This is an optimization exercise on Yosys and OpenROAD, whose aim is a short achievable clock period and few clock cycles, not a production implementation.
In this exercise RTL edits were held to simulation tests only and were not proved equivalent to the original.
No activity file was given, so power comes from the tool's default toggle rates.

===== flow/config.mk =====
export PLATFORM = sky130hd
export DESIGN_NAME = core
export DESIGN_NICKNAME = core
export VERILOG_FILES = /design/flow/design.v
export SDC_FILE = /design/flow/constraint.sdc
export NUM_CORES = 4
export LEC_CHECK = 0
export CAP_MARGIN = 20
export CORE_MARGIN = 2
export CORE_UTILIZATION = 40
export PLACE_DENSITY = 0.6
export SLEW_MARGIN = 20

===== flow/constraint.sdc =====
create_clock -name core_clock -period 12.0 [get_ports {clk}]
set_input_delay 2.4000 -clock core_clock [delete_from_list [all_inputs] [get_ports {clk}]]
set_output_delay 2.4000 -clock core_clock [all_outputs]
set_load 0.01 [all_outputs]

===== flow/design.v =====
module adder (
    input wire  [31:0] inA,
    input wire  [31:0] inB,
    output wire [31:0] out
);
wire [32:0] result;
assign result = inA + inB;
assign out    = result[31:0];
endmodule
module mux2x1(
    input               sel,
    input       [31:0]  inA,
    input       [31:0]  inB,
    output  reg [31:0]  out
);
always @* begin
    case (sel)
        1'b0: out = inA;
        1'b1: out = inB;
    endcase
end
endmodule
module mux3x1(
    input        [1:0]  sel,
    input       [31:0]  inA,
    input       [31:0]  inB,
    input       [31:0]  inC,
    output  reg [31:0]  out
);
always @* begin
    case (sel)
        2'b00: out = inA;
        2'b01: out = inB;
        2'b10: out = inC;
        default: out = inA;
    endcase
end
endmodule
module mux4x1(
    input       [1:0]   sel,
    input       [31:0]  inA,
    input       [31:0]  inB,
    input       [31:0]  inC,
    input       [31:0]  inD,
    output reg  [31:0]  out
);
always @* begin
    case (sel)
        2'b00: out = inA;
        2'b01: out = inB;
        2'b10: out = inC;
        2'b11: out = inD;
    endcase
end
endmodule
module ALU (
    input wire  [31:0]      srcA,
    input wire  [31:0]      srcB,
    input wire  [3:0]       ALUControl,
    output reg  [31:0]      ALUResult,
    output wire [3:0]       flags
);
localparam ADD  = 4'b0000;
localparam SUB  = 4'b0001;
localparam AND  = 4'b0010;
localparam OR   = 4'b0011;
localparam SLT  = 4'b0100;
localparam SLL  = 4'b0101;
localparam SLTU = 4'b0110;
localparam XOR  = 4'b0111;
localparam SRL  = 4'b1000;
localparam SRA  = 4'b1001;
wire flag_N;
wire flag_Z;
wire flag_C;
wire flag_V;
wire [32:0] a_sum_b;
wire carry_out;
wire [32:0] a_sub_b;
wire borrow_in;
wire [31:0] a_and_b;
wire [31:0] a_or_b;
wire [31:0] a_slt_b;
wire [31:0] a_sll_b;
wire [31:0] a_sltu_b;
wire [31:0] a_xor_b;
wire [31:0] a_srl_b;
wire [31:0] a_sra_b;
assign a_sum_b      = srcA + srcB;
assign carry_out    = a_sum_b[32];
assign a_sub_b      = {1'b1, srcA} + {1'b0, ~srcB} + 32'h00000001;
assign borrow_in    = a_sub_b[32];
assign a_and_b      = srcA & srcB;
assign a_or_b       = srcA | srcB;
assign a_slt_b      = {{31{1'b0}}, (a_sub_b[31] ^ ((srcA[31] ^ srcB[31]) & (srcA[31] ^ a_sub_b[31])))};
assign a_sll_b      = srcA << srcB[4:0];
assign a_sltu_b     = {{31{1'b0}}, borrow_in};
assign a_xor_b      = srcA ^ srcB;
assign a_srl_b      = srcA >> srcB[4:0];
assign a_sra_b      = $signed(srcA) >>> srcB[4:0];
always @* begin
    case (ALUControl)
        ADD     : ALUResult = a_sum_b[31:0];
        SUB     : ALUResult = a_sub_b[31:0];
        AND     : ALUResult = a_and_b;
        OR      : ALUResult = a_or_b;
        SLT     : ALUResult = a_slt_b;
        SLL     : ALUResult = a_sll_b;
        SLTU    : ALUResult = a_sltu_b;
        XOR     : ALUResult = a_xor_b;
        SRL     : ALUResult = a_srl_b;
        SRA     : ALUResult = a_sra_b;
        default : ALUResult = 32'h00000000;
    endcase
end
assign flag_N       = (ALUControl == ADD) ? ALUResult[31] :
                      (ALUControl == SUB) ? ALUResult[31] :
                      (ALUControl == SLT) ? ALUResult[31] :
                      (ALUControl == SRA) ? ALUResult[31] : 1'b0;
assign flag_Z       = &(~ALUResult);
assign flag_C       = (ALUControl == ADD) ? carry_out :
                      (ALUControl == SUB) ? ~borrow_in : 1'b0;
assign flag_V       = (~ALUControl[1]) & (srcA[31] ^ ALUResult[31]) & (~(ALUControl[0] ^ srcA[31] ^ srcB[31]));
assign flags        = {flag_N, flag_Z, flag_C, flag_V};
endmodule
module ALUDecoder (
    input       [1:0]   ALUOp,
    input       [2:0]   funct3,
    input               funct75,
    input               OPCode5,
    output  reg [3:0]   ALUControl
);
localparam ALU_ADD  = 4'b0000;  
localparam ALU_SUB  = 4'b0001;  
localparam ALU_AND  = 4'b0010;  
localparam ALU_OR   = 4'b0011;  
localparam ALU_SLT  = 4'b0100;  
localparam ALU_SLL  = 4'b0101;  
localparam ALU_SLTU = 4'b0110;  
localparam ALU_XOR  = 4'b0111;  
localparam ALU_SRL  = 4'b1000;  
localparam ALU_SRA  = 4'b1001;  
wire [1:0] op5funct75 = {OPCode5, funct75};
always @* begin
    case (ALUOp)
        2'b00: 
            ALUControl = ALU_ADD;
        2'b01: 
            ALUControl = ALU_SUB;
        2'b10: begin
            case (funct3)
                3'b000: 
                begin
                    if (op5funct75 == 2'b11) begin
                        ALUControl = ALU_SUB;
                    end
                    else begin
                        ALUControl = ALU_ADD;
                    end
                end
                3'b001: 
                    ALUControl = ALU_SLL;
                3'b010: 
                    ALUControl = ALU_SLT;
                3'b011: 
                    ALUControl = ALU_SLTU;
                3'b100: 
                    ALUControl = ALU_XOR;
                3'b101: 
                begin
                    if (op5funct75 == 2'b00) begin
                        ALUControl = ALU_SRL; 
                    end
                    else if (op5funct75 == 2'b01) begin 
                        ALUControl = ALU_SRA;
                    end
                    else if (op5funct75 == 2'b11) begin
                        ALUControl = ALU_SRA;
                    end
                    else begin
                        ALUControl = ALU_SRL;
                    end
                end
                3'b110: 
                    ALUControl = ALU_OR;
                3'b111: 
                    ALUControl = ALU_AND;
                default: 
                    ALUControl = ALU_ADD;
            endcase
        end
        default: 
            ALUControl = ALU_ADD;
    endcase
end
endmodule
module mainDecoder(
    input   [6:0]           OPCode,
    input   [2:0]           funct3,
    output reg [5:0]        branch,
    output wire             jump,
    output wire             regWrite,
    output wire [2:0]       immSrc,
    output wire             ASrc,
    output wire             BSrc,
    output wire [1:0]       resultSrc,
    output wire             memWrite,
    output wire             PCTargetSrc,
    output wire [1:0]       ALUOp,
    output wire [1:0]       DQM
);
localparam OPCode_I_LW         = 7'b0000011;  
localparam OPCode_I_IMM        = 7'b0010011;  
localparam OPCode_U_AUI        = 7'b0010111;  
localparam OPCode_S_STORE      = 7'b0100011;  
localparam OPCode_R_TYPE       = 7'b0110011;  
localparam OPCode_U_LUI        = 7'b0110111;  
localparam OPCode_B_BRANCH     = 7'b1100011;  
localparam OPCode_I_JALR       = 7'b1100111;  
localparam OPCode_J_JAL        = 7'b1101111;  
assign jump   = (OPCode == OPCode_I_JALR)     ? 1'b1 : 
                (OPCode == OPCode_J_JAL)      ? 1'b1 : 1'b0;
localparam branchBEQ    = 3'b000;
localparam branchBNE    = 3'b001;
localparam branchBLT    = 3'b100;
localparam branchBGE    = 3'b101;
localparam branchBLTU   = 3'b110;
localparam branchBGEU   = 3'b111;
always @* begin
    if (OPCode == OPCode_B_BRANCH) begin
        case (funct3)
            branchBEQ : branch = 6'b100000;
            branchBNE : branch = 6'b010000;
            branchBLT : branch = 6'b001000;
            branchBGE : branch = 6'b000100;
            branchBLTU: branch = 6'b000010;
            branchBGEU: branch = 6'b000001;
            default   : branch = 6'b000000;
        endcase
    end
    else begin
        branch = 6'b000000;
    end
end
assign memWrite     = (OPCode == OPCode_S_STORE)    ? 1'b1 : 1'b0;
assign PCTargetSrc  = (OPCode == OPCode_B_BRANCH)   ? 1'b1 : 
                      (OPCode == OPCode_J_JAL)      ? 1'b1 : 1'b0;
assign regWrite     = (OPCode == OPCode_S_STORE)    ? 1'b0 :
                      (OPCode == OPCode_B_BRANCH)   ? 1'b0 : 1'b1;
assign resultSrc    = (OPCode == OPCode_I_LW)       ? 2'b01 :
                      (OPCode == OPCode_R_TYPE)     ? 2'b00 :
                      (OPCode == OPCode_I_IMM)      ? 2'b00 :
                      (OPCode == OPCode_U_AUI)      ? 2'b00 :
                      (OPCode == OPCode_U_LUI)      ? 2'b10 :
                      (OPCode == OPCode_J_JAL)      ? 2'b11 :
                      (OPCode == OPCode_I_JALR)     ? 2'b11 : 2'b00 ;
assign ASrc         = (OPCode == OPCode_U_AUI)      ? 1'b0 : 1'b1;
assign BSrc         = (OPCode == OPCode_R_TYPE)     ? 1'b0 :
                      (OPCode == OPCode_B_BRANCH)   ? 1'b0 : 1'b1;
assign immSrc       = (OPCode == OPCode_I_LW)       ? 3'b000 :
                      (OPCode == OPCode_S_STORE)    ? 3'b001 :
                      (OPCode == OPCode_I_IMM)      ? 3'b000 :
                      (OPCode == OPCode_U_AUI)      ? 3'b100 :
                      (OPCode == OPCode_U_LUI)      ? 3'b100 :
                      (OPCode == OPCode_B_BRANCH)   ? 3'b010 :
                      (OPCode == OPCode_I_JALR)     ? 3'b000 :
                      (OPCode == OPCode_J_JAL)      ? 3'b011 : 3'b000;
assign ALUOp        = (OPCode == OPCode_I_LW)       ? 2'b00 :
                      (OPCode == OPCode_S_STORE)    ? 2'b00 :
                      (OPCode == OPCode_R_TYPE)     ? 2'b10 :
                      (OPCode == OPCode_I_IMM)      ? 2'b10 :
                      (OPCode == OPCode_U_AUI)      ? 2'b00 :
                      (OPCode == OPCode_B_BRANCH)   ? 2'b01 :
                      (OPCode == OPCode_I_JALR)     ? 2'b00 : 2'b00;
assign DQM          = (funct3 == 3'b000)            ? 2'b00 :
                      (funct3 == 3'b001)            ? 2'b01 :
                      (funct3 == 3'b010)            ? 2'b10 : 2'b00;
endmodule
module controlUnit (
    input wire  [6:0]   OPCode,
    input wire  [2:0]   funct3,
    input wire          funct75,
    output wire [5:0]   branch,
    output wire         jump,
    output wire         regWrite,
    output wire [2:0]   immSrc,
    output wire         ASrc,
    output wire         BSrc,
    output wire         PCTargetSrc,
    output wire [3:0]   ALUControl,
    output wire         memWrite,
    output wire [1:0]   resultSrc,
    output wire [1:0]   DQM
);
wire [1:0] ALUOp;
wire OPCode5 = OPCode[5];
mainDecoder mainDecoder (
    .OPCode         (OPCode),
    .funct3         (funct3),
    .branch         (branch),
    .jump           (jump),
    .regWrite       (regWrite),
    .immSrc         (immSrc),
    .ASrc           (ASrc),
    .BSrc           (BSrc),
    .resultSrc      (resultSrc),
    .memWrite       (memWrite),
    .PCTargetSrc    (PCTargetSrc),
    .ALUOp          (ALUOp),
    .DQM            (DQM)
);
ALUDecoder ALUDecoder (
    .ALUOp          (ALUOp),
    .funct3         (funct3),
    .funct75        (funct75),
    .OPCode5        (OPCode5),
    .ALUControl     (ALUControl)
);
endmodule
module branchJump (
    input [5:0] branch,
    input       jump,
    input [3:0] ALUFlags,
    output wire PCNextSrc
);
wire negative_flag  = ALUFlags[3];
wire zero_flag      = ALUFlags[2];
wire carry_flag     = ALUFlags[1];
wire overflow_flag  = ALUFlags[0];
wire beq    = zero_flag & branch[5];
wire bne    = ((zero_flag == 1'b0) ? 1'b1 : 1'b0) & branch[4];
wire blt    = (negative_flag ^ overflow_flag) & branch[3];
wire bge    = (~(negative_flag ^ overflow_flag)) & branch[2];
wire bltu   = (~carry_flag) & branch[1];
wire bgeu   = (carry_flag) & branch[0];
wire jalr   = jump;
wire jal    = jump;
assign PCNextSrc = beq | bne | blt | bge | bltu | bgeu | jalr | jal ;
endmodule
module immExt (
    input       [2:0]   immSrc,
    input       [31:0]  instr,
    output  reg [31:0]  immOut
);
localparam I_TYPE   = 3'b000;  
localparam S_TYPE   = 3'b001;  
localparam B_TYPE   = 3'b010;  
localparam J_TYPE   = 3'b011;  
localparam U_TYPE   = 3'b100;  
always @* begin
    case (immSrc)
        I_TYPE : immOut = {{20{instr[31]}}, instr[31:20]};
        S_TYPE : immOut = {{20{instr[31]}}, instr[31:25] , instr[11:7]};
        B_TYPE : immOut = {{20{instr[31]}}, instr[7]     , instr[30:25], instr[11:8], 1'b0};
        J_TYPE : immOut = {{12{instr[31]}}, instr[19:12] , instr[20]   , instr[30:21], 1'b0};
        U_TYPE : immOut = {instr[31:12], {12{1'b0}}};
        default: immOut = 32'h00000000;
    endcase
end
endmodule
module load(
    input       [2:0]   funct3,
    input       [31:0]  dataIn,
    output  reg [31:0]  dataOut
);
localparam LB       =   3'b000; 
localparam LH       =   3'b001; 
localparam LW       =   3'b010; 
localparam LBU      =   3'b100; 
localparam LHU      =   3'b101;
always @* begin
    case (funct3)
        LB : dataOut = {{24{dataIn[7]}}, dataIn[7:0]};
        LH : dataOut = {{16{dataIn[15]}}, dataIn[15:0]};
        LW : dataOut = {dataIn[31:0]};
        LBU : dataOut = {{24{1'b0}}, dataIn[7:0]};
        LHU : dataOut = {{16{1'b0}}, dataIn[15:0]};
        default : dataOut = dataIn[31:0];
    endcase
end
endmodule
module store(
    input   [2:0]   funct3,
    input   [31:0]  dataIn,
    output  [31:0]  dataOut
);
localparam SB   = 3'b000; 
localparam SH   = 3'b001;
localparam SW   = 3'b010;
assign dataOut  = (funct3 == SB) ? {{24{1'b0}}, dataIn[7:0]}    :
                  (funct3 == SH) ? {{16{1'b0}}, dataIn[15:0]}   : 
                  (funct3 == SW) ? dataIn[31:0]                 : 32'h00000000;
endmodule
module programCounter (
    input wire          clk,
    input wire          rst,
    input wire          en,
    input wire [31:0]   PCNext,
    output reg [31:0]   PC
);
always @(posedge clk or posedge rst) begin
    if (rst == 1'b1) begin
        PC <= 32'h00000000;
    end else if (en == 1'b1) begin
        PC <= PC;
    end else begin
        PC <= PCNext;
    end
end
endmodule
module registerFile (
    input               clk,
    input               rst,
    input               writeEnable,
    input wire  [4:0]   readAddress1,
    input wire  [4:0]   readAddress2,
    input wire  [4:0]   writeAddress,
    input wire  [31:0]  writeData,
    output wire [31:0]  readData1,
    output wire [31:0]  readData2
);
reg [31:0] registers [1:31];
wire bypass1 = writeEnable & (writeAddress != 5'd0) & (writeAddress == readAddress1);
wire bypass2 = writeEnable & (writeAddress != 5'd0) & (writeAddress == readAddress2);
assign readData1 = (readAddress1 == 5'd0) ? 32'h00000000 :
                   bypass1 ? writeData : registers[readAddress1];
assign readData2 = (readAddress2 == 5'd0) ? 32'h00000000 :
                   bypass2 ? writeData : registers[readAddress2];
integer i;
always @(posedge clk or posedge rst) begin
    if (rst == 1'b1) begin
        for (i = 1 ; i < 32 ; i = i + 1 ) begin
            registers[i] <= 32'h00000000;
        end
    end
    else if ((writeEnable == 1'b1) && (writeAddress != 5'd0)) begin
        registers[writeAddress] <= writeData;
    end
end
endmodule
module hazardUnit (
    input [4:0]         readAddress1_ID,
    input [4:0]         readAddress2_ID,
    input               PCNextSrc_EX,
    input [4:0]         readAddress1_EX,
    input [4:0]         readAddress2_EX,
    input [4:0]         writeAddress_EX,
    input [1:0]         resultSrc_EX,
    input [4:0]         writeAddress_MEM,
    input               regWrite_MEM,
    input [4:0]         writeAddress_WB,
    input               regWrite_WB,
    output wire         stall_IF,
    output wire         flush_ID,
    output wire         stall_ID,
    output wire         flush_EX,
    output reg [1:0]    AFwdSrc_EX,
    output reg [1:0]    BFwdSrc_EX
);
always @* begin
    if (((readAddress1_EX == writeAddress_MEM) & regWrite_MEM) & (readAddress1_EX != 0)) begin
        AFwdSrc_EX = 2'b01;
    end
    else if (((readAddress1_EX == writeAddress_WB) & regWrite_WB) & (readAddress1_EX != 0)) begin
        AFwdSrc_EX = 2'b10;
    end
    else begin 
        AFwdSrc_EX = 2'b00;
    end
end
always @* begin
    if (((readAddress2_EX == writeAddress_MEM) & regWrite_MEM) & (readAddress2_EX != 0)) begin
        BFwdSrc_EX = 2'b01;
    end
    else if (((readAddress2_EX == writeAddress_WB) & regWrite_WB) & (readAddress2_EX != 0)) begin
        BFwdSrc_EX = 2'b10;
    end
    else begin 
        BFwdSrc_EX = 2'b00;
    end
end
reg lwStall;
always @(*) begin
    if ((resultSrc_EX == 2'b01) & ((readAddress1_ID == writeAddress_EX)|(readAddress2_ID == writeAddress_EX))) begin
        lwStall = 1'b1;
    end
    else begin
        lwStall = 1'b0;
    end
end
assign stall_IF = lwStall;
assign stall_ID = lwStall;
assign flush_ID = PCNextSrc_EX;
assign flush_EX = lwStall | PCNextSrc_EX;
endmodule
module regFetchDecode (
    input              clk,
    input              rst,
    input              en,
    input              clr,
    input       [31:0] instr_IF,
    input       [31:0] PC_IF,
    input       [31:0] PCPlus4_IF,
    output wire [31:0] instr_ID,
    output wire [31:0] PC_ID,
    output wire [31:0] PCPlus4_ID
);
reg [31:0] instr;
reg [31:0] PC;
reg [31:0] PCPlus4;
always @(posedge clk or posedge rst) begin
    if (rst == 1'b1) begin
        instr   <= 32'h00000000;
        PC      <= 32'h00000000;
        PCPlus4 <= 32'h00000000;
    end
    else if (clr == 1'b1) begin
        instr   <= 32'h00000000;
        PC      <= 32'h00000000;
        PCPlus4 <= 32'h00000000;
    end
    else begin
        if (en == 1'b1) begin
            instr   <= instr;
            PC      <= PC;
            PCPlus4 <= PCPlus4;
        end
        else begin
            instr   <= instr_IF;
            PC      <= PC_IF;
            PCPlus4 <= PCPlus4_IF;
        end
    end
end
assign instr_ID     = instr;
assign PC_ID        = PC;
assign PCPlus4_ID   = PCPlus4;
endmodule
module regDecodeExecute (
    input              clk,
    input              rst,
    input              clr,
    input        [5:0] branch_ID,
    input              jump_ID,
    input              regWrite_ID,
    input              ASrc_ID,
    input              BSrc_ID,
    input              PCTargetSrc_ID,
    input        [3:0] ALUControl_ID,
    input              memWrite_ID,
    input        [1:0] resultSrc_ID,
    input        [1:0] DQM_ID,
    input        [2:0] funct3_ID,
    input       [31:0] readData1_ID,
    input       [31:0] readData2_ID,
    input       [31:0] immOut_ID,
    input        [4:0] readAddress1_ID,
    input        [4:0] readAddress2_ID,
    input        [4:0] writeAddress_ID,
    input       [31:0] PC_ID,
    input       [31:0] PCPlus4_ID,
    output wire  [5:0] branch_EX,
    output wire        jump_EX,
    output wire        regWrite_EX,
    output wire        ASrc_EX,
    output wire        BSrc_EX,
    output wire        PCTargetSrc_EX,
    output wire  [3:0] ALUControl_EX,
    output wire        memWrite_EX,
    output wire  [1:0] resultSrc_EX,
    output wire  [1:0] DQM_EX,
    output wire  [2:0] funct3_EX,
    output wire [31:0] readData1_EX,
    output wire [31:0] readData2_EX,
    output wire [31:0] immOut_EX,
    output wire  [4:0] readAddress1_EX,
    output wire  [4:0] readAddress2_EX,
    output wire  [4:0] writeAddress_EX,
    output wire [31:0] PC_EX,
    output wire [31:0] PCPlus4_EX
);
reg  [5:0] branch;
reg        jump;
reg        regWrite;
reg        ASrc;
reg        BSrc;
reg        PCTargetSrc;
reg  [3:0] ALUControl;
reg        memWrite;
reg  [1:0] resultSrc;
reg  [1:0] DQM;
reg  [2:0] funct3;
reg [31:0] readData1;
reg [31:0] readData2;
reg [31:0] immOut;
reg  [4:0] readAddress1;
reg  [4:0] readAddress2;
reg  [4:0] writeAddress;
reg [31:0] PC;
reg [31:0] PCPlus4;
always @(posedge clk or posedge rst) begin
    if (rst == 1'b1) begin
        branch          <= 6'b000000;
        jump            <= 1'b0;
        regWrite        <= 1'b0;
        ASrc            <= 1'b0;
        BSrc            <= 1'b0;
        PCTargetSrc     <= 1'b0;
        ALUControl      <= 4'b0000;
        memWrite        <= 1'b0;
        resultSrc       <= 2'b00;
        DQM             <= 2'b00;
        funct3          <= 3'b000;
        readData1       <= 32'h00000000;
        readData2       <= 32'h00000000;
        immOut          <= 32'h00000000;
        readAddress1    <= 5'b00000;
        readAddress2    <= 5'b00000;
        writeAddress    <= 5'b00000;
        PC              <= 32'h00000000;
        PCPlus4         <= 32'h00000000;
    end else begin
    if (clr == 1'b1) begin
        branch          <= 6'b00000;
        jump            <= 1'b0;
        regWrite        <= 1'b0;
        ASrc            <= 1'b0;
        BSrc            <= 1'b0;
        PCTargetSrc     <= 1'b0;
        ALUControl      <= 4'b0000;
        memWrite        <= 1'b0;
        resultSrc       <= 2'b00;
        DQM             <= 2'b00;
        funct3          <= 3'b000;
        readData1       <= 32'h00000000;
        readData2       <= 32'h00000000;
        immOut          <= 32'h00000000;
        readAddress1    <= 5'b00000;
        readAddress2    <= 5'b00000;
        writeAddress    <= 5'b00000;
        PC              <= 32'h00000000;
        PCPlus4         <= 32'h00000000;
    end else begin
        branch          <= branch_ID;
        jump            <= jump_ID;
        regWrite        <= regWrite_ID;
        ASrc            <= ASrc_ID;
        BSrc            <= BSrc_ID;
        PCTargetSrc     <= PCTargetSrc_ID;
        ALUControl      <= ALUControl_ID;
        memWrite        <= memWrite_ID;
        resultSrc       <= resultSrc_ID;
        DQM             <= DQM_ID;
        funct3          <= funct3_ID;
        readData1       <= readData1_ID;
        readData2       <= readData2_ID;
        immOut          <= immOut_ID;
        readAddress1    <= readAddress1_ID;
        readAddress2    <= readAddress2_ID;
        writeAddress    <= writeAddress_ID;
        PC              <= PC_ID;
        PCPlus4         <= PCPlus4_ID;
    end
end
end
assign branch_EX        = branch;
assign jump_EX          = jump;
assign regWrite_EX      = regWrite;
assign ASrc_EX          = ASrc;
assign BSrc_EX          = BSrc;
assign PCTargetSrc_EX   = PCTargetSrc;
assign ALUControl_EX    = ALUControl;
assign memWrite_EX      = memWrite;
assign resultSrc_EX     = resultSrc;
assign DQM_EX           = DQM;
assign funct3_EX        = funct3;
assign readData1_EX     = readData1;
assign readData2_EX     = readData2;
assign immOut_EX        = immOut;
assign readAddress1_EX  = readAddress1;
assign readAddress2_EX  = readAddress2;
assign writeAddress_EX  = writeAddress;
assign PC_EX            = PC;
assign PCPlus4_EX       = PCPlus4;
endmodule
module regExecuteMemory (
    input                clk,
    input                rst,
    input                regWrite_EX,
    input                memWrite_EX,
    input        [1:0]   resultSrc_EX,
    input        [1:0]   DQM_EX,
    input        [2:0]   funct3_EX,
    input       [31:0]   ALUResult_EX,
    input       [31:0]   storeOut_EX,
    input       [31:0]   immOut_EX,
    input        [4:0]   writeAddress_EX,
    input       [31:0]   PCPlus4_EX,
    output wire          regWrite_MEM,
    output wire          memWrite_MEM,
    output wire  [1:0]   resultSrc_MEM,
    output wire  [1:0]   DQM_MEM,
    output wire  [2:0]   funct3_MEM,
    output wire [31:0]   ALUResult_MEM,
    output wire [31:0]   storeOut_MEM,
    output wire [31:0]   immOut_MEM,
    output wire  [4:0]   writeAddress_MEM,
    output wire [31:0]   PCPlus4_MEM
);
reg         regWrite;
reg         memWrite;
reg  [1:0]  resultSrc;
reg  [1:0]  DQM;
reg  [2:0]  funct3;
reg [31:0]  ALUResult;
reg [31:0]  storeOut;
reg [31:0]  immOut;
reg  [4:0]  writeAddress;
reg [31:0]  PCPlus4;
always @(posedge clk or posedge rst) begin
    if (rst == 1'b1) begin
        regWrite        <= 1'b0;
        memWrite        <= 1'b0;
        resultSrc       <= 2'b00;
        DQM             <= 2'b00;
        funct3          <= 3'b000;
        ALUResult       <= 32'h00000000;
        storeOut        <= 32'h00000000;
        immOut          <= 32'h00000000;
        writeAddress    <= 5'b00000;
        PCPlus4         <= 32'h00000000;
    end else begin
    regWrite        <= regWrite_EX;
    memWrite        <= memWrite_EX;
    resultSrc       <= resultSrc_EX;
    DQM             <= DQM_EX;
    funct3          <= funct3_EX;
    ALUResult       <= ALUResult_EX;
    storeOut        <= storeOut_EX;
    immOut          <= immOut_EX;
    writeAddress    <= writeAddress_EX;
    PCPlus4         <= PCPlus4_EX;
end
end
assign regWrite_MEM        = regWrite;
assign memWrite_MEM        = memWrite;
assign resultSrc_MEM       = resultSrc;
assign DQM_MEM             = DQM;
assign funct3_MEM          = funct3;
assign ALUResult_MEM       = ALUResult;
assign storeOut_MEM        = storeOut;
assign immOut_MEM          = immOut;
assign writeAddress_MEM    = writeAddress;
assign PCPlus4_MEM         = PCPlus4;
endmodule
module regMemoryWriteback (
    input                clk,
    input                rst,
    input                regWrite_MEM,
    input        [1:0]   resultSrc_MEM,
    input       [31:0]   ALUResult_MEM,
    input       [31:0]   loadOut_MEM,
    input       [31:0]   immOut_MEM,
    input       [31:0]   PCPlus4_MEM,
    input        [4:0]   writeAddress_MEM,
    output wire          regWrite_WB,
    output wire  [1:0]   resultSrc_WB,
    output wire [31:0]   ALUResult_WB,
    output wire [31:0]   loadOut_WB,
    output wire [31:0]   immOut_WB,
    output wire [31:0]   PCPlus4_WB,
    output wire  [4:0]   writeAddress_WB
);
reg        regWrite;
reg  [1:0] resultSrc;
reg [31:0] ALUResult;
reg [31:0] loadOut;
reg [31:0] immOut;
reg [31:0] PCPlus4;
reg  [4:0] writeAddress;
always @(posedge clk or posedge rst) begin
    if (rst == 1'b1) begin
        regWrite        <= 1'b0;
        resultSrc       <= 2'b00;
        ALUResult       <= 32'h00000000;
        loadOut         <= 32'h00000000;
        immOut          <= 32'h00000000;
        PCPlus4         <= 32'h00000000;
        writeAddress    <= 5'b00000;
    end else begin
    regWrite        <= regWrite_MEM;
    resultSrc       <= resultSrc_MEM;
    ALUResult       <= ALUResult_MEM;
    loadOut         <= loadOut_MEM;
    immOut          <= immOut_MEM;
    PCPlus4         <= PCPlus4_MEM;
    writeAddress    <= writeAddress_MEM;
end
end
assign regWrite_WB      = regWrite;
assign resultSrc_WB     = resultSrc;
assign ALUResult_WB     = ALUResult;
assign loadOut_WB       = loadOut;
assign immOut_WB        = immOut;
assign PCPlus4_WB       = PCPlus4;
assign writeAddress_WB  = writeAddress;
endmodule
module core (
    input  wire         clk,
    input  wire         rst,
    output wire [31:0]  imem_addr,
    input  wire [31:0]  imem_rdata,
    output wire [31:0]  dmem_addr,
    output wire         dmem_we,
    output wire [31:0]  dmem_wdata,
    output wire  [1:0]  dmem_dqm,
    input  wire [31:0]  dmem_rdata
);
wire [31:0] PCPlus4_IF;
wire [31:0] PCNext_IF;
wire [31:0] PC_IF;
wire [31:0] instr_IF;
wire [31:0] instr_ID;
wire [2:0]  funct3_ID           = instr_ID[14:12];
wire [6:0]  OPCode_ID           = instr_ID[6:0];
wire        funct75_ID          = instr_ID[30];
wire [4:0]  readAddress1_ID     = instr_ID[19:15];
wire [4:0]  readAddress2_ID     = instr_ID[24:20];
wire [4:0]  writeAddress_ID     = instr_ID[11:7];
wire [31:0] readData1_ID;
wire [31:0] readData2_ID;
wire [31:0] immOut_ID;
wire [31:0] PC_ID;
wire [31:0] PCPlus4_ID;
wire [5:0]  branch_ID;
wire        jump_ID;
wire        regWrite_ID;
wire [2:0]  immSrc_ID;
wire        ASrc_ID;
wire        BSrc_ID;
wire        PCTargetSrc_ID;
wire [3:0]  ALUControl_ID;
wire        memWrite_ID;
wire [1:0]  resultSrc_ID;
wire [1:0]  DQM_ID;
wire        PCNextSrc_EX;
wire  [5:0] branch_EX;
wire        jump_EX;
wire        regWrite_EX;
wire        ASrc_EX;
wire        BSrc_EX;
wire        PCTargetSrc_EX;
wire  [3:0] ALUControl_EX;
wire        memWrite_EX;
wire  [1:0] resultSrc_EX;
wire  [1:0] DQM_EX;
wire  [2:0] funct3_EX;
wire [31:0] readData1_EX;
wire [31:0] readData2_EX;
wire [31:0] immOut_EX;
wire  [4:0] readAddress1_EX;
wire  [4:0] readAddress2_EX;
wire  [4:0] writeAddress_EX;
wire [31:0] PC_EX;
wire [31:0] PCPlus4_EX;
wire [31:0] ALUResult_EX;
wire  [3:0] ALUFlags_EX;
wire [31:0] storeOut_EX;
wire [31:0] PCTarget_EX;
wire [31:0] PCTargetOP_EX;
wire        regWrite_MEM;
wire        memWrite_MEM;
wire [1:0]  resultSrc_MEM;
wire [1:0]  DQM_MEM;
wire [2:0]  funct3_MEM;
wire [31:0] ALUResult_MEM;
wire [31:0] storeOut_MEM;
wire [31:0] immOut_MEM;
wire  [4:0] writeAddress_MEM;
wire [31:0] PCPlus4_MEM;
wire [31:0] memoryData_MEM;
wire [31:0] loadOut_MEM;
wire        regWrite_WB;
wire  [1:0] resultSrc_WB;
wire [31:0] ALUResult_WB;
wire [31:0] loadOut_WB;
wire [31:0] immOut_WB;
wire [31:0] PCPlus4_WB;
wire [31:0] writeDataRegister_WB;
wire  [4:0] writeAddress_WB;
wire stall_IF;
wire stall_ID;
wire flush_ID;
wire flush_EX;
wire [1:0] AFwdSrc_EX;
wire [1:0] BFwdSrc_EX;
mux2x1 PCNextMux (
    .sel            (PCNextSrc_EX),
    .inA            (PCPlus4_IF),
    .inB            (PCTarget_EX),
    .out            (PCNext_IF)
);
programCounter programCounter (
    .clk            (clk),
    .rst            (rst),
    .en             (stall_IF),
    .PCNext         (PCNext_IF),
    .PC             (PC_IF)
);
assign imem_addr = PC_IF;
assign instr_IF  = imem_rdata;
wire [31:0] constant4 = 32'b00000000_00000000_00000000_00000001;
adder PCPlus4Adder (
    .inA            (PC_IF),
    .inB            (constant4),
    .out            (PCPlus4_IF)
);
regFetchDecode regFetchDecode (
    .clk            (clk),
    .rst            (rst),
    .en             (stall_ID),
    .clr            (flush_ID),
    .instr_IF       (instr_IF),
    .PC_IF          (PC_IF),
    .PCPlus4_IF     (PCPlus4_IF),
    .instr_ID       (instr_ID),
    .PC_ID          (PC_ID),
    .PCPlus4_ID     (PCPlus4_ID)
);
controlUnit controlUnit (
    .OPCode         (OPCode_ID), 
    .funct3         (funct3_ID),
    .funct75        (funct75_ID),
    .branch         (branch_ID),
    .jump           (jump_ID),
    .regWrite       (regWrite_ID),
    .immSrc         (immSrc_ID),
    .ASrc           (ASrc_ID),
    .BSrc           (BSrc_ID),
    .PCTargetSrc    (PCTargetSrc_ID),
    .ALUControl     (ALUControl_ID),
    .memWrite       (memWrite_ID),
    .resultSrc      (resultSrc_ID),
    .DQM            (DQM_ID)  
);
registerFile registerFile (
    .clk            (clk),
    .rst            (rst),
    .writeEnable    (regWrite_WB),
    .readAddress1   (readAddress1_ID),
    .readAddress2   (readAddress2_ID),
    .writeAddress   (writeAddress_WB),
    .writeData      (writeDataRegister_WB),
    .readData1      (readData1_ID),
    .readData2      (readData2_ID)
);
immExt immExt (
    .immSrc         (immSrc_ID),
    .instr          (instr_ID),
    .immOut         (immOut_ID)
);
regDecodeExecute regDecodeExecute (
    .clk                (clk),
    .rst                (rst),
    .clr                (flush_EX),
    .branch_ID          (branch_ID),
    .jump_ID            (jump_ID),
    .regWrite_ID        (regWrite_ID),
    .ASrc_ID            (ASrc_ID),
    .BSrc_ID            (BSrc_ID),
    .PCTargetSrc_ID     (PCTargetSrc_ID),
    .ALUControl_ID      (ALUControl_ID),
    .memWrite_ID        (memWrite_ID),
    .resultSrc_ID       (resultSrc_ID),
    .DQM_ID             (DQM_ID),
    .funct3_ID          (funct3_ID),
    .readData1_ID       (readData1_ID),
    .readData2_ID       (readData2_ID),
    .immOut_ID          (immOut_ID),
    .readAddress1_ID    (readAddress1_ID),
    .readAddress2_ID    (readAddress2_ID),
    .writeAddress_ID    (writeAddress_ID),
    .PC_ID              (PC_ID),
    .PCPlus4_ID         (PCPlus4_ID),
    .branch_EX          (branch_EX),
    .jump_EX            (jump_EX),
    .regWrite_EX        (regWrite_EX),
    .ASrc_EX            (ASrc_EX),
    .BSrc_EX            (BSrc_EX),
    .PCTargetSrc_EX     (PCTargetSrc_EX),
    .ALUControl_EX      (ALUControl_EX),
    .memWrite_EX        (memWrite_EX),
    .resultSrc_EX       (resultSrc_EX),
    .DQM_EX             (DQM_EX),
    .funct3_EX          (funct3_EX),
    .readData1_EX       (readData1_EX),
    .readData2_EX       (readData2_EX),
    .immOut_EX          (immOut_EX),
    .readAddress1_EX    (readAddress1_EX),
    .readAddress2_EX    (readAddress2_EX),
    .writeAddress_EX    (writeAddress_EX),
    .PC_EX              (PC_EX),
    .PCPlus4_EX         (PCPlus4_EX)
);
branchJump branchJump (
    .branch         (branch_EX),
    .jump           (jump_EX),
    .ALUFlags       (ALUFlags_EX),
    .PCNextSrc      (PCNextSrc_EX)
);
wire [31:0] resultFwd_MEM;
mux4x1 resultFwdMux (
    .sel            (resultSrc_MEM),
    .inA            (ALUResult_MEM),
    .inB            (loadOut_MEM),
    .inC            (immOut_MEM),
    .inD            (PCPlus4_MEM),
    .out            (resultFwd_MEM)
);
wire [31:0] AFwdOut_EX;
mux3x1 AFwdMux (
    .sel            (AFwdSrc_EX),
    .inA            (readData1_EX),
    .inB            (resultFwd_MEM),
    .inC            (writeDataRegister_WB),
    .out            (AFwdOut_EX)
);
wire [31:0] BFwdOut_EX;
mux3x1 BFwdMux (
    .sel            (BFwdSrc_EX),
    .inA            (readData2_EX),
    .inB            (resultFwd_MEM),
    .inC            (writeDataRegister_WB),
    .out            (BFwdOut_EX)
);
wire [31:0] ALUDataA_EX;
mux2x1 ASrcmux (
    .sel            (ASrc_EX),
    .inA            (PC_EX),
    .inB            (AFwdOut_EX),
    .out            (ALUDataA_EX)
);
wire [31:0] ALUDataB_EX;
mux2x1 BSrcmux (
    .sel            (BSrc_EX),
    .inA            (BFwdOut_EX),
    .inB            (immOut_EX),
    .out            (ALUDataB_EX)
);
mux2x1 PCTargetMux (
    .sel            (PCTargetSrc_EX),
    .inA            (AFwdOut_EX),
    .inB            (PC_EX),
    .out            (PCTargetOP_EX)
);
ALU ALU (
    .srcA           (ALUDataA_EX),
    .srcB           (ALUDataB_EX),
    .ALUControl     (ALUControl_EX),
    .ALUResult      (ALUResult_EX),
    .flags          (ALUFlags_EX)
);
store store (
    .funct3         (funct3_EX),
    .dataIn         (BFwdOut_EX),
    .dataOut        (storeOut_EX)
);
adder PCTargetAdder (
    .inA            (PCTargetOP_EX),
    .inB            (immOut_EX),
    .out            (PCTarget_EX)
);
regExecuteMemory regExecuteMemory (
    .clk                (clk),
    .rst                (rst),
    .regWrite_EX        (regWrite_EX),
    .memWrite_EX        (memWrite_EX),
    .resultSrc_EX       (resultSrc_EX),
    .DQM_EX             (DQM_EX),
    .funct3_EX          (funct3_EX),
    .ALUResult_EX       (ALUResult_EX),
    .storeOut_EX        (storeOut_EX),
    .immOut_EX          (immOut_EX),
    .writeAddress_EX    (writeAddress_EX),
    .PCPlus4_EX         (PCPlus4_EX),
    .regWrite_MEM       (regWrite_MEM),
    .memWrite_MEM       (memWrite_MEM),
    .resultSrc_MEM      (resultSrc_MEM),
    .DQM_MEM            (DQM_MEM),
    .funct3_MEM         (funct3_MEM),
    .ALUResult_MEM      (ALUResult_MEM),
    .storeOut_MEM       (storeOut_MEM),
    .immOut_MEM         (immOut_MEM),
    .writeAddress_MEM   (writeAddress_MEM),
    .PCPlus4_MEM        (PCPlus4_MEM)
);
assign dmem_addr      = ALUResult_MEM;
assign dmem_we        = memWrite_MEM;
assign dmem_wdata     = storeOut_MEM;
assign dmem_dqm       = DQM_MEM;
assign memoryData_MEM = dmem_rdata;
load load (
    .funct3         (funct3_MEM),
    .dataIn         (memoryData_MEM),
    .dataOut        (loadOut_MEM)
);
regMemoryWriteback regMemoryWriteback (
    .clk                    (clk),
    .rst                    (rst),
    .regWrite_MEM           (regWrite_MEM),
    .resultSrc_MEM          (resultSrc_MEM),
    .ALUResult_MEM          (ALUResult_MEM),
    .loadOut_MEM            (loadOut_MEM),
    .immOut_MEM             (immOut_MEM),
    .PCPlus4_MEM            (PCPlus4_MEM),
    .writeAddress_MEM       (writeAddress_MEM),
    .regWrite_WB            (regWrite_WB),
    .resultSrc_WB           (resultSrc_WB),
    .ALUResult_WB           (ALUResult_WB),
    .loadOut_WB             (loadOut_WB),
    .immOut_WB              (immOut_WB),
    .PCPlus4_WB             (PCPlus4_WB),
    .writeAddress_WB        (writeAddress_WB)
);
mux4x1 resultSrcMux (
    .sel            (resultSrc_WB),
    .inA            (ALUResult_WB),
    .inB            (loadOut_WB),
    .inC            (immOut_WB),
    .inD            (PCPlus4_WB),
    .out            (writeDataRegister_WB)
);
hazardUnit hazardUnit (
    .readAddress1_ID    (readAddress1_ID),
    .readAddress2_ID    (readAddress2_ID),
    .PCNextSrc_EX       (PCNextSrc_EX),
    .readAddress1_EX    (readAddress1_EX),
    .readAddress2_EX    (readAddress2_EX),
    .writeAddress_EX    (writeAddress_EX),
    .resultSrc_EX       (resultSrc_EX),
    .writeAddress_MEM   (writeAddress_MEM),
    .regWrite_MEM       (regWrite_MEM),
    .writeAddress_WB    (writeAddress_WB),
    .regWrite_WB        (regWrite_WB),
    .stall_IF           (stall_IF),
    .flush_ID           (flush_ID),
    .stall_ID           (stall_ID),
    .flush_EX           (flush_EX),
    .AFwdSrc_EX         (AFwdSrc_EX),
    .BFwdSrc_EX         (BFwdSrc_EX)
);
endmodule

===== flow/run.sh =====
#!/bin/bash
# synth_recipe.tcl (not shown) runs the flow's synth.tcl, then flattens the netlist and writes it again
# the make line also repeats each setting of config.mk as NAME=value (left out here)
make -C /OpenROAD-flow-scripts/flow DESIGN_CONFIG=/design/flow/config.mk WORK_HOME=/design/flow/orfs CLKGATE_MAP_FILE= SYNTH_SCRIPT=/design/flow/synth_recipe.tcl finish

==> run_results.csv <==
group,metric,value,unit
run_status,status,"timing/DRC/antenna clean",
synthesis,synthTopCellsByArea,"dfrtp_1, o21ai_0, nand2_1, a221oi_1, a22o_1",
global_routing,grt_pass1_vias,73492,
finish,drive_gt1_share,10.20,%
setup_path,r2r-end,"regDecodeExecute.immOut[9]",
synthesis,yosysUniqueCellTypes,88,
finish,stdcell_count,11432,
cts,clk_pin_slew,0.06,ns
synthesis,avgSynthCellArea,9.320,µm²
synthesis,synth_warnings,16,
timing,slew_viol_final,0,
floorplan,fp.dieArea,207700,µm²
setup_path,cpPeakStageDelay,1.15,ns
pwr,power.density,350.4,nW/µm²
setup_path,crit_required,12.79,ns
placed_design,place.gp.congestion,1.038,
pwr,ir_worst_vdd,0.2183,mV
timing,max_freq,92.15,MHz
cts,post_cts_resized,0,
cts,postCtsSetupBuffers,0,
drt,wirelength,416400,µm
setup_path,worst_setup_path_end_kind,"register",
timing,rsz0062_at_grt,"false",
drt,avgRoutedWirePerCell,36.42,µm
placed_design,dpl_cell_area,86690,µm²
cts,cts_max_path_buffers,3,
floorplan,die_y,455.8,µm
setup_path,reg2reg_depth,26,
min_path,worstHoldStart,"regDecodeExecute.PCPlus4[21]",
synthesis,synthArstFlopShare,100.0,%
floorplan,core_area,202500,µm²
floorplan,rows,165,
setup_path,start_kind,"input port",
finish,fin_area,92870,µm²
drt,antenna_left,0,
timing,min_period_over_period,90.43,%
timing,fin_tns_setup,0,ns
synthesis,synth_most_common_cell,"nand2_1",
timing,clock_skew,0.06629,ns
cts,cts.sinks,1596,
global_routing,grt_max_degree,174,
synthesis,ys.flop_type,"dfrtp_1",
finish,nets,8790,
min_path,hold_path_depth,0,
min_path,whs_endpoint,"regExecuteMemory.PCPlus4[21]",
cts,root_buffer,"clkbuf_16",
setup_path,slowest_stage,"a2111oi_0",
synthesis,syn_area,81630,µm²
pwr,cellLeakagePower,40.04,nW
timing,slew_headroom,9.882,%
cts,holdBufCountCts,0,
synthesis,synth_top_area_cell,"dfrtp_1",
floorplan,ios,165,
drt,drt-vias-per-instance,6.928,
setup_path,path_class,"in2reg",
placed_design,io_buffer_count,164,
timing,setup_viol,0,
pwr,power,32.54,mW
cts,insertion_delay,0.88,ns
synthesis,synth-seq-area-share,48.92,%
timing,hold_viol,0,
synthesis,synthTopCellsByCount,"nand2_1, dfrtp_1, o21ai_0",
job,max_cap_viol_count,0,
min_path,hold_class,"reg2reg",
finish,area_delta_synth_final,13.76,%
timing,finalCriticalPeriod,10.85,ns
drt,drt_iter0_markers,15204,
setup_path,crit_arrival,11.64,ns
global_routing,gr-usage-all-layers,38.90,%
cts,cts_buffers,173,
synthesis,synth_edf_count,0,
synthesis,synthCells,8759,
placed_design,dp.cells,11079,
floorplan,die_x,455.8,µm
global_routing,grt_antenna_before_repair,40,
setup_path,cp_max_fo,47,
synthesis,synth_top_area_share,48.92,%
timing,worst_pin_slew,1.318,ns
setup_path,r2r_slack,1.34,ns
cts,htreeDepth,4,
drt,vias,79201,
drt,drc,0,
global_routing,grt_pass1_wl,578300,µm
floorplan,initial_utilization,40.31,%
drt,first_pass_iters,11,
global_routing,gr-total-overflow,0,
placed_design,hpwl,262200,µm
synthesis,ys_seq_elements,1596,
cts,cts_tree,"built",
synthesis,syn_nets,8962,
setup_path,rr_startpoint,"regMemoryWriteback.resultSrc[0]",
-- state kept, by name (all words and copies together), names as in the netlist, 6 cells and up --
register / count
regFetchDecode.instr: 32
regDecodeExecute.immOut: 32
regFetchDecode.PC: 32
regMemoryWriteback.PCPlus4: 32
regDecodeExecute.branch: 6
regExecuteMemory.storeOut: 32
regExecuteMemory.immOut: 32
regExecuteMemory.ALUResult: 32
regDecodeExecute.readData1: 32
regMemoryWriteback.immOut: 32
regDecodeExecute.PCPlus4: 32
regDecodeExecute.readData2: 32
regExecuteMemory.PCPlus4: 32
regMemoryWriteback.loadOut: 32
regDecodeExecute.PC: 32
registerFile.registers: 992
programCounter.PC: 32
regFetchDecode.PCPlus4: 32
regMemoryWriteback.ALUResult: 32
-- through the flow --
step	hold slack (ns)	utilization, %	setup WS, ns
2_1_floorplan	0.3312	-	-12.51
4_1_cts	0.3451	45.75	1.381
3_5_place_dp	0.3347	42.80	0.5314
6_report	0.3384	45.85	1.148
3_3_place_gp	0.3320	42.80	0.5129
5_1_grt	0.3526	45.82	0.9177
-- critical path, delay by kind of cell --
family,cells,cell delay (ns)
buffers and inverters,5,1.46
muxes,1,0.11
AOI/OAI and AO/OA,6,2.98
and+or+nand+nor,13,4.15
adders and majority gates,1,0.49
-- layout make-up --
cell class | instances | area [µm²]
well taps | 2672 | 3343
multi-input cells | 6269 | 39270
repair buffers | 430 | 3810
clock inverters | 78 | 1061
flip-flops and latches | 1596 | 39950
fillers | 19142 | 109700
diodes | 31 | 77.57
clock buffers | 239 | 4910
inverters | 117 | 442.9
-- placed cells by master, fill, tap and decap left out, types with 57 or more instances in the layout --
cell and n:
a21oi_1 288, a221oi_1 429, a222oi_1 66, a22o_1 362, a22oi_1 116, and2_1 99
buf_4 251, clkbuf_16 175, clkdlybuf4s50_1 164, dfrtp_1 1589, ha_1 133, inv_1 112
mux2_2 133, mux2i_1 212, nand2_1 1574, nand3_1 78, nand4_1 144, nor2_1 312
nor2_4 60, nor3_1 111, o21ai_0 1231, o22ai_1 70, o31ai_1 57, xnor2_1 80
-- power by group --
group	switching (mW)	internal, mW
combinational	11.6	5.02
sequential	2.46	7.72
clock	2.43	3.27
total	16.5	16.0
-- per-layer routing --
metal,track usage (%),up-vias,wire (µm)
met5,0,-,158
met4,23.14,24,31880
met3,15.58,1844,62710
met2,52.12,6940,162500
met1,52.30,38703,159100
li1,-,31690,-
-- worst max-delay path by stage --
stage / from / endpoint / slack [ns] / cells past startpoint
2_1_floorplan: rst / programCounter.PC[0] / -12.51 / 1
4_1_cts: dmem_rdata[7] / regDecodeExecute.immOut[5] / 1.38 / 26
6_report: dmem_rdata[7] / regDecodeExecute.immOut[9] / 1.15 / 26
3_3_place_gp: dmem_rdata[7] / regDecodeExecute.immOut[9] / 0.51 / 26
5_1_grt: dmem_rdata[7] / regDecodeExecute.ALUControl[2] / 0.92 / 26
3_5_place_dp: dmem_rdata[7] / regDecodeExecute.immOut[10] / 0.53 / 26
-- cells by family (layout without fill, tap and decap cells) --
group / after synthesis / in the layout / synth area share [%]
adders and majority gates: 137 / 137 / 2.137
xor gates and xnor gates: 117 / 117 / 1.255
buffers and inverters: 894 / 864 / 4.216
AOI/OAI and AO/OA: 3008 / 3008 / 24.64
and+or+nand+nor: 2652 / 2652 / 14.15
other: 0 / 31 / 0
muxes: 355 / 355 / 4.681
DFF: 1596 / 1596 / 48.92
Testbench counts, summed over its fixed seeds: cycles 47,641.

re-timing with driven ports:
How much do the figures lean on ideal ports? The routed layout below was timed once more, with nothing changed but the port constraints.
Step 1: set_driving_cell puts a clkbuf_16 on clk and a buf_2 on each other input, an assumption about the parent block.
Step 2 moves the port delays by t, midway between the first and last clock arrival at a register: inputs arrive t later, outputs are due t later. That takes back most of the time a late clock gives input paths.
Three values: ideal, step 1, step 2; two values: the first two.
shift t [ns]: 0.934
slack for setup (ns): 1.148 / 1.213 / 0.279
pins driven straight from the clock port: 1
After both steps setup and hold are still met in this run. The setup slack of this run moves by +0.065 ns with the drivers and by -0.869 ns with both steps.
